This is an optimization exercise on Yosys and OpenROAD, whose aim is small area and a short achievable clock period, not a production implementation. In this exercise RTL edits were held to simulation tests only and were not proved equivalent to the original.

<file path="flow/design.v">
module pg3_pre (
    input  [15:0] a,
    input  [15:0] b,
    output [15:0] p,
    output [15:0] g,
    output [15:0] o
);
    assign p = a ^ b;
    assign g = a & b;
    assign o = a | b;
endmodule
module pg3_post #(parameter INV = 0) (
    input  [15:0] p,
    input  [15:0] g,
    input  [15:0] o,
    input  [15:0] ci,
    output [15:0] s,
    output [15:0] c
);
    wire [15:0] cc = INV ? ~ci : ci;
    assign s = p ^ cc;
    assign c = (cc & o) | (~cc & g);
endmodule
module add16 (
    input  [15:0] a,
    input  [15:0] b,
    output [15:0] s
);
    assign s = a + b;
endmodule
module question_6(
    input clk,
    input rst,
    input signed [15:0] x,
    output reg signed [15:0] y
);
    reg signed [15:0] s1, s2, s3;
    wire [15:0] y_sh1 = {y[15], y[15:1]};
    wire [15:0] y_sh2 = {y[15], y[15], y[15:2]};
    wire [15:0] p1, g1, o1, p2, g2, o2;
    wire [15:0] ss1, cc1, ss2, cc2;
    wire [15:0] y_n, s1_n, s2_n;
    pg3_pre pre1 (.a(s2), .b(y_sh1), .p(p1), .g(g1), .o(o1));
    pg3_pre pre2 (.a(s3), .b(y_sh2), .p(p2), .g(g2), .o(o2));
    pg3_post #(.INV(1)) post1 (.p(p1), .g(g1), .o(o1), .ci(x), .s(ss1), .c(cc1));
    pg3_post #(.INV(0)) post2 (.p(p2), .g(g2), .o(o2), .ci(x), .s(ss2), .c(cc2));
    add16 add_y  (.a(x),   .b(s1),                .s(y_n));
    add16 add_s1 (.a(ss1), .b({cc1[14:0], 1'b1}), .s(s1_n));
    add16 add_s2 (.a(ss2), .b({cc2[14:0], 1'b0}), .s(s2_n));
    always @(posedge clk or posedge rst) begin
        if (rst) begin
            s1 <= 16'sd0;
            s2 <= 16'sd0;
            s3 <= 16'sd0;
            y  <= 16'sd0;
        end else begin
            y  <= y_n;
            s1 <= s1_n;
            s2 <= s2_n;
            s3 <= y;
        end
    end
endmodule
</file>
<file path="flow/flow/run.sh">
#!/bin/bash
# Own flow: the standard synthesis, then the combinational logic re-mapped by
# ABC with a delay target (flow/remap.tcl), then the standard layout steps.
# Each tool's output goes to a log file of its own in this folder.
set -euo pipefail
W=$(pwd)
R=$W/orfs/results/$FLOW_PLATFORM/question_6/base
D=$(cat flow/abc_delay_ps)

bash standard.sh synth > $W/log_1_standard_synth.txt 2>&1
cp $R/1_2_yosys.v $W/standard_synth.v

sed "s/{D}/$D/g" flow/abc_remap.script > $W/abc_remap.script
printf "set_driving_cell sky130_fd_sc_hd__buf_1\nset_load 5\n" > $W/abc_remap.constr
REMAP_IN=$W/standard_synth.v REMAP_OUT=$W/remap.v REMAP_SCRIPT=$W/abc_remap.script \
REMAP_CONSTR=$W/abc_remap.constr \
LIB_FILE=$FLOW_HOME/platforms/$FLOW_PLATFORM/lib/sky130_fd_sc_hd__tt_025C_1v80.lib \
  yosys -c flow/remap.tcl > $W/log_2_remap_yosys.txt 2>&1
# keep only the top module (the cell definitions were read from the library)
awk -v top="$FLOW_TOP" '$1=="module" && index($2, top "(")==1 {f=1} f{print} /^endmodule/{f=0}' $W/remap.v.all > $W/remap.v
cp $W/remap.v $R/1_2_yosys.v
rm -f $R/1_synth.odb $R/1_synth.sdc

export BUFFER_PORTS_ARGS="-buffer_cell sky130_fd_sc_hd__buf_1"
export CTS_ARGS="-sink_clustering_enable -repair_clock_nets -buf_list sky130_fd_sc_hd__clkbuf_4 -root_buf sky130_fd_sc_hd__clkbuf_8 -sink_clustering_size 16 -dont_use_dummy_load"
bash standard.sh finish > $W/log_3_standard_layout.txt 2>&1
</file>
<file path="flow/flow/abc_delay_ps">
1200
</file>
<file path="flow/flow/abc_remap.script">
strash
dch
map -D {D}
strash
dch
map -D {D}
topo
stime -c
buffer -c
upsize -c -D {D}
dnsize -c -D {D}
</file>
<file path="flow/flow/remap.tcl">
# Re-map the combinational logic of the standard synthesis netlist with ABC,
# using a delay target, so that ABC recovers area off the critical paths
# instead of upsizing every gate. Flip-flops are kept as they are (same
# instances, names and cell types).
# env: REMAP_IN REMAP_OUT REMAP_SCRIPT LIB_FILE
yosys -import
set lib $::env(LIB_FILE)
read_liberty -lib $lib
read_verilog $::env(REMAP_IN)
read_liberty -overwrite -ignore_miss_func $lib
hierarchy -top $::env(FLOW_TOP)
set seq {}
foreach c [regexp -all -inline {sky130_fd_sc_hd__df[a-z0-9_]+} [read [open $::env(REMAP_IN)]]] {
  if {[lsearch $seq $c] < 0} { lappend seq $c }
}
setattr -mod -set keep_hierarchy 1 {*}$seq
flatten
select $::env(FLOW_TOP)
opt_clean
# cells the platform marks don't-use (probe and low-power-flow cells)
set dont_use {}
foreach {m c} [regexp -all -inline {cell\s*\(\s*"?(sky130_fd_sc_hd__(?:lpflow_|probe)[A-Za-z0-9_]*)} [read [open $lib]]] {
  lappend dont_use -dont_use $c
}
abc -liberty $lib {*}$dont_use -script $::env(REMAP_SCRIPT) -constr $::env(REMAP_CONSTR)
opt_clean -purge
hilomap -singleton -hicell sky130_fd_sc_hd__conb_1 HI -locell sky130_fd_sc_hd__conb_1 LO
insbuf -buf sky130_fd_sc_hd__buf_4 A X
opt_clean -purge
tee -o $::env(REMAP_OUT).stat stat -liberty $lib
write_verilog -noattr -nohex -nodec -selected $::env(REMAP_OUT).all
</file>
<file path="flow/standard.sh">
#!/bin/bash
# synth_recipe.tcl (not shown) runs the flow's synth.tcl, then flattens the netlist and writes it again
# the make line also repeats each setting of config.mk as NAME=value (left out here)
make -C /OpenROAD-flow-scripts/flow DESIGN_CONFIG=/design/flow/config.mk WORK_HOME=/design/flow/orfs CLKGATE_MAP_FILE= SYNTH_SCRIPT=/design/flow/synth_recipe.tcl "${@:-finish}"
</file>
<file path="flow/config.mk">
export PLATFORM = sky130hd
export DESIGN_NAME = question_6
export DESIGN_NICKNAME = question_6
export VERILOG_FILES = /design/flow/design.v
export SDC_FILE = /design/flow/constraint.sdc
export NUM_CORES = 4
export LEC_CHECK = 0
export CAP_MARGIN = 20
export CORE_MARGIN = 2
export CORE_UTILIZATION = 40
export CTS_BUF_LIST = sky130_fd_sc_hd__clkbuf_8
export CTS_CLUSTER_SIZE = 24
export SETUP_SLACK_MARGIN = 2.5
export SLEW_MARGIN = 20
export TNS_END_PERCENT = 100
</file>
<file path="flow/constraint.sdc">
create_clock -name core_clock -period 5.0 [get_ports {clk}]
set_input_delay 1.0000 -clock core_clock [delete_from_list [all_inputs] [get_ports {clk}]]
set_output_delay 1.0000 -clock core_clock [all_outputs]
set_load 0.01 [all_outputs]
</file>
==> results of run 1 <==
## layer usage
layer  up-vias  track usage, %
met5         -               0
met4         0            5.93
met3        16            3.88
met2        79            32.0
li1       2386               -
met1      2101            23.6
## flip-flops by register name, indices dropped and copies added (netlist names)
signal  flops
s1         16
s2         16
s3         16
y          16
## what timing repair did
item | CTS | global route
gates cloned | 0 | 0
buffers inserted | 0 | 9
hold endpoints to repair | 0 | 0
pin swaps | 0 | 18
hold buffers | 0 | 0
endpoints found under the setup margin | 16 | 21
gates resized for setup | 8 | 61
## stage by stage
stage / setup WS [ns] / std cells / utilization [%]
after floorplan: 2.51 / 718 / -
after global placement: 2.05 / 877 / 43.1
after detailed placement: 1.95 / 877 / 43.1
after CTS: 2.48 / 886 / 44.3
after global routing: 2.46 / 895 / 46.8
final: 2.57 / 895 / 46.8
## worst paths after layout
| check | startpoint | to | slack, ns |
|---|---|---|---|
| max | x[3] | s2[15] | 2.57 |
| min | y[0] | s3[0] | 0.39 |
| max reg2reg | y[2] | s1[14] | 2.66 |
| min reg2reg | y[0] | s3[0] | 0.39 |
| max in group asynchronous | rst | y[13] | 3.34 |
| min in group asynchronous | rst | y[5] | 0.76 |
## layout make-up
class                      count  share of cell area, %
sequential                    64                   29.6
inverter                      98                   6.91
clock buffer                   9                   2.29
timing repair buffer          43                   4.21
multi-input combinational    538                   53.7
tap                          143                   3.31
## worst register-to-register path, stage by stage, from the launching register on
cell      delay (ns)
dfrtp_1         0.46
or2_1           0.27
nand2_1         0.12
o22ai_1         0.13
o21ai_2         0.19
nand2_1         0.14
nand2_1         0.18
a31oi_4         0.14
o211ai_1        0.30
o211ai_1        0.15
nand2_1         0.08
o21ai_1         0.06
==> flow_metrics.py, run 1 <==
metrics = {
    "global_route": {
        "grt_pass1_vias": 4199,
        "grt_max_degree": 35,
        "grt_pass1_wl_um": 19000,
        "antenna_found_initial": 0,
        "overflow": 0,
        "grt_util_all_layers_pct": 18.7,
    },
    "clock_tree": {
        "cts_buffer_depth": 2,
        "numCtsBuffers": 9,
        "htree_levels": 3,
        "cts.sinks": 64,
        "cts_tree": "yes",
        "insertion_delay_ns": 0.35,
        "clockRootBuffer": "clkbuf_8",
        "clk_pin_slew_worst_paths_ns": 0.07,
    },
    "route": {
        "drt_iter0_drc": 226,
        "wl_met3_um": 431,
        "drc_errors": 0,
        "drt-wirelength-per-cell_um": 13.2,
        "drtAntennaViolNets": 0,
        "wirelength_met1_um": 5460,
        "via_per_inst": 5.12,
        "wl_um": 11800,
        "vias": 4582,
        "dr.pass1.iters": 5,
        "wl_met2_um": 5760,
        "highest_layer": "met4",
    },
    "floorplanning": {
        "die_h_um": 113,
        "fp.dieW_um": 113,
        "start_util_pct": 41.5,
        "die_area_sq_um": 12900,
        "io_pins": 34,
        "rows": 39,
        "core_sq_um": 11600,
    },
    "place": {
        "place_congestion": 0.880,
        "dp_hpwl_um": 9000,
        "dpl_cell_area_sq_um": 4980,
        "numPortBuffers": 33,
    },
    "sta": {
        "final.period_utilization_pct": 48.6,
        "clock-skew-final_ns": 0.0159,
        "rsz0062_at_grt": "yes",
        "fin_setup_tns_ns": 0,
        "worst_hold_slack_ns": 0.389,
        "tightest_slew_ns": 0.737,
        "slew_violations": 0,
        "finalCriticalPeriod_ns": 2.43,
        "setup_viol": 0,
        "hold_viol_final": 0,
        "slew_headroom_pct": 50.8,
        "max_freq_mhz": 411,
    },
    "worst_setup_path": {
        "crit_top_cell": "a31oi_4",
        "cp_max_fo": 8,
        "cp_num_cells": 9,
        "worstRegToRegCells": 11,
        "cp-end-kind": "flop",
        "critical_path_class": "primary input to flop",
        "cp_data_arrival_time_ns": 2.65,
        "worstPathRequired_ns": 5.22,
        "cp_slowest_cell": "a31oi_4",
        "path_buf_inv": 1,
        "slowest_delay_ns": 0.25,
        "start_kind": "primary input",
        "path_cells": "clkbuf_4 -> nand3_2 -> a31oi_4 -> xor2_2 -> nand4_1 -> nand4_2 -> nand4_4 -> a31oi_4 -> o211ai_1",
        "cp_top_family": "simple AND/OR/NAND/NOR gates",
    },
    "logic_synthesis": {
        "synthCells": 718,
        "yosysWarningCount": 1,
        "synth_area_sq_um": 4800,
        "postSynthAreaPerCell_sq_um": 6.68,
        "syn_nets": 736,
    },
    "hold_path": {
        "hold_path.class": "flop to flop",
        "min_path_cells": 0,
    },
    "cells_and_area": {
        "layout_common_cells": "nand2_1, nor2_1, inv_1",
        "drive_gt1_share_pct": 12.2,
        "regArea_sq_um": 1600,
        "fin_area_sq_um": 5410,
        "final_common_cell": "nand2_1",
        "fillers": 1171,
        "diodes": 0,
        "area_growth_pct": 12.8,
        "multi_input_comb_area_sq_um": 2900,
        "nets": 772,
    },
    "run_status": {
        "status": "timing/DRC/antenna clean",
    },
    "run": {
        "cap_viol_max_count": 0,
    },
}
==> run 2, diff against run 1 <==
==> flow/flow/run.sh (replaced) <==
#!/bin/bash
# Own flow: the standard synthesis; then its combinational logic is cut out
# (flow/remap1.tcl), re-mapped by ABC with a delay target and with the late
# arrival of the x inputs declared (flow/abc.script.in), and put back
# (flow/remap3.tcl); then the standard layout steps, with plain buffers on
# the ports. Each tool's output goes to a log file of its own in this folder.
set -euo pipefail
W=$(pwd)
R=$W/orfs/results/$FLOW_PLATFORM/question_6/base
source flow/params
LIB=$FLOW_HOME/platforms/$FLOW_PLATFORM/lib/sky130_fd_sc_hd__tt_025C_1v80.lib
ABC=$(command -v yosys-abc || echo $FLOW_HOME/../tools/install/yosys/bin/yosys-abc)

bash standard.sh synth > $W/log_1_standard_synth.txt 2>&1
cp $R/1_2_yosys.v $W/standard_synth.v

export WORK=$W REMAP_IN=$W/standard_synth.v LIB_FILE=$LIB
yosys -c flow/remap1.tcl > $W/log_2_remap1_yosys.txt 2>&1

# declare the late arrival of the x inputs
awk -v A=$X_ARRIVAL '/^\.inputs/{print; for(i=2;i<=NF;i++) if($i ~ /^x\[/) arr=arr ".input_arrival " $i " " A " " A "\n"; next}
  /^\.outputs/{print; printf "%s", arr; next} {print}' $W/comb.blif > $W/comb_arr.blif
DU=$(grep -oE 'cell\s*\(\s*"?sky130_fd_sc_hd__(lpflow_|probe)[A-Za-z0-9_]*' $LIB | sed -E 's/.*(sky130_fd_sc_hd__)/-X \1/' | tr '\n' ' ')
printf "set_driving_cell sky130_fd_sc_hd__buf_1\nset_load 5\n" > $W/abc.constr
sed -e "s#@WORK@#$W#g" -e "s#@LIB@#$LIB#g" -e "s#@DONTUSE@#$DU#g" -e "s#@D@#$D#g" flow/abc.script.in > $W/abc.script
$ABC -f $W/abc.script > $W/log_3_abc.txt 2>&1
grep -vE '^\.(and_gate_delay|default_input_arrival|default_output_required|input_arrival|output_required)' \
  $W/comb_mapped_raw.blif > $W/comb_mapped.blif

yosys -c flow/remap3.tcl > $W/log_4_remap3_yosys.txt 2>&1
awk -v top="$FLOW_TOP" '$1=="module" && index($2, top "(")==1 {f=1} f{print} /^endmodule/{f=0}' $W/remap.v.all > $W/remap.v
cp $W/remap.v $R/1_2_yosys.v
rm -f $R/1_synth.odb $R/1_synth.sdc

export BUFFER_PORTS_ARGS="-buffer_cell sky130_fd_sc_hd__buf_2"
bash standard.sh finish > $W/log_5_standard_layout.txt 2>&1
==> flow/flow/abc.script.in (new file) <==
read_blif -n @WORK@/comb_arr.blif
read_lib -w @DONTUSE@ @LIB@
read_constr @WORK@/abc.constr
strash
dch
map -D @D@
topo
stime -c
buffer -c
upsize -c -D @D@
dnsize -c -D @D@
stime -c
write_blif @WORK@/comb_mapped_raw.blif
==> flow/flow/params (new file) <==
# ABC delay target (ps) and the arrival of the x inputs (ps) relative to the register outputs
D=1500
X_ARRIVAL=450
==> flow/flow/remap1.tcl (new file) <==
# stage 1: std netlist -> top (flops + comb instance) and module comb as blif
yosys -import
set lib $::env(LIB_FILE)
read_liberty -lib $lib
read_verilog $::env(REMAP_IN)
read_liberty -overwrite -ignore_miss_func $lib
hierarchy -top $::env(FLOW_TOP)
set seq {}
foreach c [regexp -all -inline {sky130_fd_sc_hd__df[a-z0-9_]+} [read [open $::env(REMAP_IN)]]] {
  if {[lsearch $seq $c] < 0} { lappend seq $c }
}
setattr -mod -set keep_hierarchy 1 {*}$seq
flatten
opt_clean -purge
# constant drivers (tie cells) become plain constants inside comb
setattr -set submod "\"comb\"" $::env(FLOW_TOP)/t:\$_*
submod $::env(FLOW_TOP)
opt_clean -purge
write_rtlil $::env(WORK)/stage1.il
write_blif -top question_6_comb -impltf $::env(WORK)/comb.blif
==> flow/flow/remap3.tcl (new file) <==
yosys -import
set lib $::env(LIB_FILE)
read_rtlil $::env(WORK)/stage1.il
delete question_6_comb
foreach m [regexp -all -inline {module \\(sky130_fd_sc_hd__\w+)} [read [open $::env(WORK)/stage1.il]]] {
  if {[string match "module*" $m]} continue
  delete $m
}
read_liberty -lib $lib
read_blif -wideports $::env(WORK)/comb_mapped.blif
hierarchy -top $::env(FLOW_TOP)
flatten
opt_clean -purge
hilomap -singleton -hicell sky130_fd_sc_hd__conb_1 HI -locell sky130_fd_sc_hd__conb_1 LO
insbuf -buf sky130_fd_sc_hd__buf_4 A X
opt_clean -purge
check -assert -mapped
tee -o $::env(WORK)/remap.stat stat -liberty $lib
write_verilog -noattr -nohex -nodec -selected $::env(WORK)/remap.v.all
removed: flow/flow/abc_delay_ps
removed: flow/flow/abc_remap.script
removed: flow/flow/remap.tcl
==> run 2 against run 1 <==
Compared with the run above:
- core utilization down 1.1 points
- area after synthesis rose by 10%
- non-clock buffer count decreased by 7
- critical path depth is 1 higher
- clock skew decreased by 0.0081 ns
- hold slack about the same
- global-route usage increased by 0.54 points
- cell count rose by 5.5%
- clock-buffer cell count is 2 higher
- largest cell class unchanged
==> flow_metrics.py, run 2 <==
metrics = {
    "sta": {
        "clock-skew-final_ns": 0.00785,
        "final.period_utilization_pct": 48.5,
        "setup_viol": 0,
        "tightest_slew_ns": 0.855,
        "max_freq_mhz": 412,
        "rsz0062_at_grt": "yes",
        "slew_violations": 0,
        "fin_setup_tns_ns": 0,
        "hold_viol_final": 0,
        "slew_headroom_pct": 43.0,
        "finalCriticalPeriod_ns": 2.42,
    },
    "worst_setup_path": {
        "cp-end-kind": "flop",
        "worstPathRequired_ns": 5.30,
        "cp_max_fo": 9,
        "critical_path_class": "primary input to flop",
        "start_kind": "primary input",
        "cp_data_arrival_time_ns": 2.72,
    },
    "logic_synthesis": {
        "yosysWarningCount": 1,
        "synthCells": 748,
        "syn_nets": 766,
        "synth_area_sq_um": 5290,
        "postSynthAreaPerCell_sq_um": 7.07,
    },
    "global_route": {
        "grt_util_all_layers_pct": 19.2,
        "grt_max_degree": 65,
        "grt_pass1_wl_um": 22000,
        "overflow": 0,
        "grt_pass1_vias": 4758,
        "antenna_found_initial": 0,
    },
    "run_status": {
        "status": "timing/DRC/antenna clean",
    },
    "route": {
        "drc_errors": 0,
        "drtAntennaViolNets": 0,
        "dr.pass1.iters": 5,
        "wirelength_met1_um": 6090,
        "highest_layer": "met4",
        "wl_met3_um": 485,
        "drt-wirelength-per-cell_um": 13.5,
        "vias": 4709,
        "via_per_inst": 4.99,
        "wl_um": 12800,
        "wl_met2_um": 5960,
        "drt_iter0_drc": 303,
    },
    "floorplanning": {
        "die_area_sq_um": 14100,
        "fp.dieW_um": 119,
        "rows": 41,
        "core_sq_um": 12800,
        "start_util_pct": 41.4,
        "io_pins": 34,
        "die_h_um": 119,
    },
    "hold_path": {
        "hold_path.class": "flop to flop",
    },
    "cells_and_area": {
        "area_growth_pct": 10.4,
        "regArea_sq_um": 1600,
        "multi_input_comb_area_sq_um": 3260,
        "final_common_cell": "nand2_1",
        "drive_gt1_share_pct": 13.9,
        "utilization_pct": 45.7,
        "nets": 785,
        "fillers": 1308,
        "diodes": 0,
        "layout_common_cells": "nand2_1, nor2_1, inv_1",
        "fin_cells": 944,
    },
    "clock_tree": {
        "insertion_delay_ns": 0.36,
        "htree_levels": 3,
        "clk_pin_slew_worst_paths_ns": 0.08,
        "cts.sinks": 64,
        "numCtsBuffers": 9,
        "cts_tree": "yes",
        "clockRootBuffer": "clkbuf_8",
        "cts_buffer_depth": 2,
    },
    "run": {
        "cap_viol_max_count": 0,
    },
    "place": {
        "dp_hpwl_um": 9780,
        "numPortBuffers": 33,
        "place_congestion": 0.924,
        "placedCellCount": 926,
    },
}
## run 2: cell count changes in the layout (fill, tap and decap cells not counted), sizes merged, moves of 6 or more
cell	previous run	this run
a21oi	26	33
xnor2	6	32
o21ai	59	35
inv	97	83
nor2	114	121
nand2	184	157
a21boi	0	6
xor2	32	56
## run 2: stage by stage
| step | cell area, sq um | worst slack [ns] | hold WS [ns] |
|---|---|---|---|
| detailed placement | 5500 | 2.18 | 0.365 |
| global placement | 5500 | 2.23 | 0.357 |
| global route | 5830 | 2.48 | 0.412 |
| CTS | 5760 | 2.56 | 0.397 |
| finish | 5830 | 2.58 | 0.389 |
| floorplan | 5300 | 2.52 | 0.376 |
## run 2: layout make-up
class / count / area share, %
multi-input cells: 572 / 55.8
flip-flops and latches: 64 / 27.5
inverters: 84 / 5.47
well taps: 172 / 3.69
repair buffers: 36 / 3.22
clock buffers: 11 / 2.59
clock inverters: 5 / 1.76
## run 2: worst paths after layout
| kind | cells past startpoint | start | slack [ns] | end |
|---|---|---|---|---|
| max | 10 | x[4] | 2.58 | s2[15] |
| min | 0 | y[0] | 0.39 | s3[0] |
| max reg2reg | 10 | y[7] | 2.74 | s1[15] |
| min reg2reg | 0 | y[0] | 0.39 | s3[0] |
| max in group asynchronous | 3 | rst | 3.53 | s1[0] |
| min in group asynchronous | 3 | rst | 0.91 | s3[15] |
## run 2: layer usage
metal  GRT usage [%]  up-vias
met2            31.2       74
met5               0        -
met3            3.21       19
met1            25.4     2183
met4            7.66        0
li1                -     2433
## run 2: what timing repair did
item	in CTS	in global routing
resized for setup	0	21
setup buffers	0	2
setup endpoints to repair	0	16
hold buffers	0	0
## run 2: critical path: stages
cell,delay [ns]
buf_2,0.18
a21oi_1,0.23
inv_1,0.07
nor2_1,0.26
nor2_2,0.08
nor2_4,0.17
nand3_1,0.18
a41oi_1,0.35
o211ai_1,0.12
nand3_1,0.09

[separate check: timing with driven ports]
Ports are ideal in the flow. The routed layouts listed here were re-timed in OpenROAD. Step 1: set_driving_cell puts a clkbuf_16 on clk and a buf_2 on each other input, an assumption about the parent block. Step 2 moves the port delays by t, midway between the first and last clock arrival at a register: inputs arrive t later, outputs are due t later. That takes back most of the time a late clock gives input paths. a / b / c = no drivers / after step 1 / after step 2; a / b = the first two.
run	t (ns)	setup WS [ns]	hold slack, ns	latest minus earliest clock arrival (ns)	worst slew at a driven data input, ns
run 1	0.374	2.568 / 2.580 / 2.206	0.389 / 0.389 / 0.389	0.016 / 0.016	0.04
run 2	0.388	2.576 / 2.591 / 2.203	0.389 / 0.389 / 0.389	0.008 / 0.008	0.03
After both steps every run listed still meets setup and hold. The setup slack of run 2, which loses most, moves by +0.015 ns with the drivers and by -0.373 ns with both steps.
